Source: an optimization exercise on an open RTL-to-GDS flow (aim: small area). Production flows keep margins and buffers that such runs may drop. Only simulation tests tie the RTL to the original design; equivalence was not proved. Power is estimated from default activity; no workload was simulated.

==> flow/design.v <==
module ALU(input [7:0] a, b, input [3:0] oper, input clk,
           output reg [7:0] msb, lsb);
    wire [7:0] pp [0:7];
    wire [7:0] s  [0:7];    
    wire [6:0] c  [0:7];    
    wire [15:0] prod;
    genvar i, j, k;
    generate
        for (i = 0; i < 8; i = i + 1) begin : ppg
            assign pp[i] = a & {8{b[i]}};
        end
        assign s[0] = pp[0];
        assign c[0] = 7'h00;
        for (i = 1; i < 8; i = i + 1) begin : mrow
            for (j = 0; j < 7; j = j + 1) begin : mcl
                wire x = pp[i][j];
                wire y = s[i-1][j+1];
                wire z = c[i-1][j];
                assign s[i][j] = x ^ y ^ z;
                assign c[i][j] = (x & y) | (x & z) | (y & z);
            end
            assign s[i][7] = pp[i][7];
        end
        for (i = 0; i < 8; i = i + 1) begin : plo
            assign prod[i] = s[i][0];
        end
    endgenerate
    wire [7:0] fc;
    assign fc[0] = 1'b0;
    generate
        for (j = 0; j < 7; j = j + 1) begin : fadd
            wire x = s[7][j+1];
            wire y = c[7][j];
            assign prod[8+j] = x ^ y ^ fc[j];
            assign fc[j+1] = (x & y) | (x & fc[j]) | (y & fc[j]);
        end
    endgenerate
    assign prod[15] = fc[7];
    wire isdiv = (oper == 4'h3) | (oper == 4'h4);
    wire add   = (oper == 4'h0);
    wire gt    = (oper == 4'hE);
    wire [7:0] q;
    wire co;
    generate
        for (k = 7; k >= 0; k = k - 1) begin : row
            localparam integer W = 8 - k;
            wire [W-1:0] x;
            wire [W-1:0] bb;
            wire [W:0]   cc;
            wire [W-1:0] r;
            wire         qq;
            if (k == 7) begin : first
                assign x = a[7];
            end else begin : next
                assign x = {row[k+1].r, a[k]};
            end
            if (k == 0) begin : r0
                assign bb = b ^ {8{add}};
                assign cc[0] = ~(add | gt);
                assign qq = ~isdiv | cc[W];
                assign co = cc[W];
            end else begin : rk
                assign bb = b[W-1:0];
                assign cc[0] = 1'b1;
                assign qq = isdiv & ~|b[7:W] & cc[W];
            end
            for (j = 0; j < W; j = j + 1) begin : bt
                assign cc[j+1] = (x[j] & ~bb[j]) | (x[j] & cc[j]) | (~bb[j] & cc[j]);
                assign r[j] = x[j] ^ (qq & (~bb[j] ^ cc[j]));
            end
            assign q[k] = (k == 0) ? cc[W] : qq;
        end
    endgenerate
    wire [7:0] rem = row[0].r;
    always @(posedge clk) begin
        case (oper)
            4'h0: {msb, lsb} <= {7'h00, co, rem};
            4'h1: {msb, lsb} <= {{8{~co}}, rem};
            4'h2: {msb, lsb} <= prod;
            4'h3: {msb, lsb} <= {8'h00, q};
            4'h4: {msb, lsb} <= {8'h00, rem};
            4'h5: {msb, lsb} <= {8'h00, a & b};
            4'h6: {msb, lsb} <= {8'hFF, ~(a & b)};
            4'h7: {msb, lsb} <= {8'h00, a | b};
            4'h8: {msb, lsb} <= {8'hFF, ~(a | b)};
            4'h9: {msb, lsb} <= {8'h00, a ^ b};
            4'hA: {msb, lsb} <= {8'hFF, a ~^ b};
            4'hB: {msb, lsb} <= {8'hFF, ~a};
            4'hC: {msb, lsb} <= {7'h00, a, 1'b0};
            4'hD: {msb, lsb} <= {9'h000, a[7:1]};
            4'hE: {msb, lsb} <= {15'h0000, co};
            default: {msb, lsb} <= {15'h0000, ~co};
        endcase
    end
endmodule
export LEC_CHECK = 0
export CAP_MARGIN = 0
export CORE_MARGIN = 2
export CORE_UTILIZATION = 40
export CTS_BUF_LIST = sky130_fd_sc_hd__clkbuf_8
export GPL_TIMING_DRIVEN = 0
export SETUP_SLACK_MARGIN = -1.1
export SLEW_MARGIN = 0
create_clock -name core_clock -period 12.5 [get_ports {clk}]
standard.sh (not shown) runs the stock make flow with config.mk's settings and CLKGATE_MAP_FILE= SYNTH_SCRIPT=/design/flow/synth_recipe.tcl, a recipe that flattens the netlist after the stock synthesis.
==> flow/flow/run.sh <==
#!/bin/bash
# Own flow: the standard synthesis (kept for reference), then the
# hand-built netlist in flow/net.v (same registers, same names) in its place,
# then the standard layout from floorplan to finish. Port buffers are
# buf_1 cells.
set -euo pipefail
R=orfs/results/$FLOW_PLATFORM/ALU/base
bash standard.sh synth > std_synth.log 2>&1
cp $R/1_2_yosys.v std_1_2_yosys.v
cp flow/net.v $R/1_2_yosys.v
touch $R/1_2_yosys.v
bash standard.sh "BUFFER_PORTS_ARGS=-buffer_cell sky130_fd_sc_hd__buf_2" finish > layout.log 2>&1
Other scripts of this flow, unchanged in this note and not shown: flow/flow/net.v
The baseline passed the timing, design-rule and antenna checks.
Next try:
- CTS_BUF_LIST: sky130_fd_sc_hd__clkbuf_8 -> sky130_fd_sc_hd__clkbuf_4
- SETUP_SLACK_MARGIN: -1.1 -> -0.8
=> Maximum frequency rises by 2.3%; worst setup slack gains 270 ps; sequential cell count is unchanged; cell count barely changes.

Starts from the design.v that is shown in full above.
Settings: LEC_CHECK=0, CAP_MARGIN=0, CORE_MARGIN=2, CORE_UTILIZATION=65, CTS_BUF_LIST=sky130_fd_sc_hd__clkbuf_4, GPL_TIMING_DRIVEN=0, SETUP_SLACK_MARGIN=-0.5, SLEW_MARGIN=0; clock period 12.5 ns.
Scripts as last shown in full above: flow/flow/run.sh
Other scripts of this flow, unchanged in this note and not shown: flow/flow/net.v
Rerun with:
CORE_UTILIZATION = 40   (was 65)
GPL_TIMING_DRIVEN = default   (was 0)
Outcome: Worst setup slack is worse by 0.17 ns; synthesized cell count does not change; worst hold slack is worse by 0.036 ns; combinational power came out lower by about 3%; total power came out lower by 0.56%; clock power came out higher by 22%; core utilization came out lower by 26 points; design area came out higher by 2.9%.
Rerun with:
CTS_BUF_LIST = default   (was sky130_fd_sc_hd__clkbuf_4)
The changed run ran to the end with no violations.
Setup slack improves by 0.014 ns.
Power increases by 4.8%.
Cell count does not change.
Core utilization went up by 0.37 points.
Design area is higher by 0.80%.
Sequential share of layout area hardly moves.
Routed wire length fell by 0.38%.
Via count came out lower by 0.42%.

## ember
RTL: the design.v shown in full above, as it stands there.
Settings: LEC_CHECK=0, CAP_MARGIN=0, CORE_MARGIN=2, CORE_UTILIZATION=40, CTS_BUF_LIST=sky130_fd_sc_hd__clkbuf_4, GPL_TIMING_DRIVEN=0, SETUP_SLACK_MARGIN=-0.5, SLEW_MARGIN=0; clock period 12.5 ns.
==> flow/flow/run.sh <==
#!/bin/bash
# Own flow: the standard synthesis (kept for reference), then the
# hand-built netlist in flow/net.v (same registers, same names) in its place,
# then the standard layout from floorplan to finish. Port buffers are
# buf_1 cells.
set -euo pipefail
R=orfs/results/$FLOW_PLATFORM/ALU/base
bash standard.sh synth > std_synth.log 2>&1
cp $R/1_2_yosys.v std_1_2_yosys.v
cp flow/net.v $R/1_2_yosys.v
touch $R/1_2_yosys.v
bash standard.sh "BUFFER_PORTS_ARGS=-buffer_cell sky130_fd_sc_hd__buf_1" finish > layout.log 2>&1
Other scripts of this flow, unchanged in this note and not shown: flow/flow/net.v
The final layout from ember, which completed every stage, passed the timing, design-rule and antenna checks at the end of the flow.
diff inputs: ember => xenon
-- flow/flow/run.sh --
<<< ember, line 11
touch $R/1_2_yosys.v
bash standard.sh "BUFFER_PORTS_ARGS=-buffer_cell sky130_fd_sc_hd__buf_1" finish > layout.log 2>&1
>>> xenon, line 11
touch $R/1_2_yosys.v
bash standard.sh "BUFFER_PORTS_ARGS=-buffer_cell sky130_fd_sc_hd__buf_2" finish > layout.log 2>&1
--- outcome ---
On delay of the slowest cell on the worst path, ember tracks xenon almost exactly.
Going from ember to xenon, final-layout clock-cell area share did not really move, shortest clock period the worst path allows after layout shows no meaningful change, met1 track utilization from global routing lower, number of non-clock buffers in the layout shrank by 2, setup slack barely changed.
xenon against ember: number of vias after detailed routing saw a decrease, number of filler cells placed in the layout saw little to no change, number of buffers created by CTS saw little to no change.
Total net switching power: xenon vs ember, no meaningful difference
Maximum VDD drop: xenon and ember compared, lower one is ember

RTL: the design.v shown in full above, as it stands there.
==> flow/config.mk <==
export PLATFORM = sky130hd
export DESIGN_NAME = ALU
export DESIGN_NICKNAME = ALU
export VERILOG_FILES = /design/flow/design.v
export SDC_FILE = /design/flow/constraint.sdc
export NUM_CORES = 4
export LEC_CHECK = 0
export CAP_MARGIN = 0
export CORE_MARGIN = 2
export CORE_UTILIZATION = 40
export CTS_BUF_LIST = sky130_fd_sc_hd__clkbuf_4
export GPL_TIMING_DRIVEN = 0
export SETUP_SLACK_MARGIN = -0.8
export SLEW_MARGIN = 0
==> flow/constraint.sdc <==
create_clock -name core_clock -period 12.5 [get_ports {clk}]
set_input_delay 2.5000 -clock core_clock [delete_from_list [all_inputs] [get_ports {clk}]]
set_output_delay 2.5000 -clock core_clock [all_outputs]
set_load 0.01 [all_outputs]
==> flow/flow/run.sh <==
#!/bin/bash
# Own flow: the standard synthesis (kept for reference), then the
# hand-built netlist in flow/net.v (same registers, same names) in its place,
# then the standard layout from floorplan to finish. Port buffers are
# buf_1 cells.
set -euo pipefail
R=orfs/results/$FLOW_PLATFORM/ALU/base
bash standard.sh synth > std_synth.log 2>&1
cp $R/1_2_yosys.v std_1_2_yosys.v
cp flow/net.v $R/1_2_yosys.v
touch $R/1_2_yosys.v
bash standard.sh "BUFFER_PORTS_ARGS=-buffer_cell sky130_fd_sc_hd__buf_2" finish > layout.log 2>&1
Other scripts of this flow, unchanged in this note and not shown: flow/flow/net.v
The first run produced a clean layout.
Change:
CTS_CLUSTER_DIAMETER = 150   (was default)
CTS_CLUSTER_SIZE = 20   (was default)
The new run ran to the end with no violations.
Non-clock buffer count stays the same.
Wire length does not change.
First-iteration DRC count is unchanged.
Sequential power is about the same.

// ALU: RTL as listed in full above, without the edits since
export LEC_CHECK = 0
export CAP_MARGIN = 20
export CORE_MARGIN = 2
export CORE_UTILIZATION = 40
export SLEW_MARGIN = 20
create_clock -name core_clock -period 12.5 [get_ports {clk}]
==> flow/flow/run.sh <==
#!/bin/bash
# Own flow: the standard synthesis (kept for reference), then the
# hand-built netlist in flow/net.v (same registers, same names) in its place,
# then the standard layout from floorplan to finish. Port buffers are
# buf_1 cells.
set -euo pipefail
R=orfs/results/$FLOW_PLATFORM/ALU/base
bash standard.sh synth > std_synth.log 2>&1
cp $R/1_2_yosys.v std_1_2_yosys.v
cp flow/net.v $R/1_2_yosys.v
touch $R/1_2_yosys.v
bash standard.sh "BUFFER_PORTS_ARGS=-buffer_cell sky130_fd_sc_hd__buf_1" finish > layout.log 2>&1
Other scripts of this flow, unchanged in this note and not shown: flow/flow/net.v
==> next run, changes <==
--- a/flow/config.mk
+++ b/flow/config.mk
@@ -8 +8 @@
-export CAP_MARGIN = 20
+export CAP_MARGIN = 0
@@ -11 +11 @@
-export SLEW_MARGIN = 20
+export SLEW_MARGIN = 0
Effect: The new run ran to the end with no violations; setup slack is worse by 0.0077 ns; sequential share of layout area hardly moves; die area is unchanged.

[static timing again, ports no longer ideal]
No port has a modelled driver above. Below, the same layouts with a new extraction and two added sets of constraints.
Step 1 sets driving cells, clkbuf_16 on the clock port and buf_2 on the other inputs (assumed; they add their load-dependent delay and slew).
Step 2, shift: input delay + t, output delay - t, t = (earliest + latest rising clock arrival at the registers) / 2. This alone moves slack from input paths to output paths.
Three values: no drivers, after step 1, after step 2; two values: the first two.
run | shift t [ns] | setup WS [ns] | worst setup path after step 2
the first run of note 1 | 0.271 | 0.454 / 0.460 / 0.189 | input to register
the second run of note 1 | 0.305 | 0.727 / 0.730 / 0.425 | input to register
the first run of note 2 | 0.285 | 0.728 / 0.729 / 0.444 | input to register
the second run of note 2 | 0.319 | 0.558 / 0.561 / 0.242 | input to register
the third run of note 2 | 0.279 | 0.572 / 0.577 / 0.298 | input to register
ember | 0.305 | 0.676 / 0.681 / 0.376 | input to register
xenon | 0.309 | 0.676 / 0.681 / 0.372 | input to register
the first run of note 4 | 0.310 | 0.519 / 0.525 / 0.215 | input to register
the second run of note 4 | 0.310 | 0.519 / 0.525 / 0.215 | input to register
the first run of note 5 | 0.272 | 0.668 / 0.673 / 0.401 | input to register
the second run of note 5 | 0.271 | 0.661 / 0.665 / 0.395 | input to register
After both steps every run listed still meets setup and hold. For the second run of note 2, which loses most, drivers alone change the setup slack by +0.003 ns; drivers and shift together by -0.316 ns.
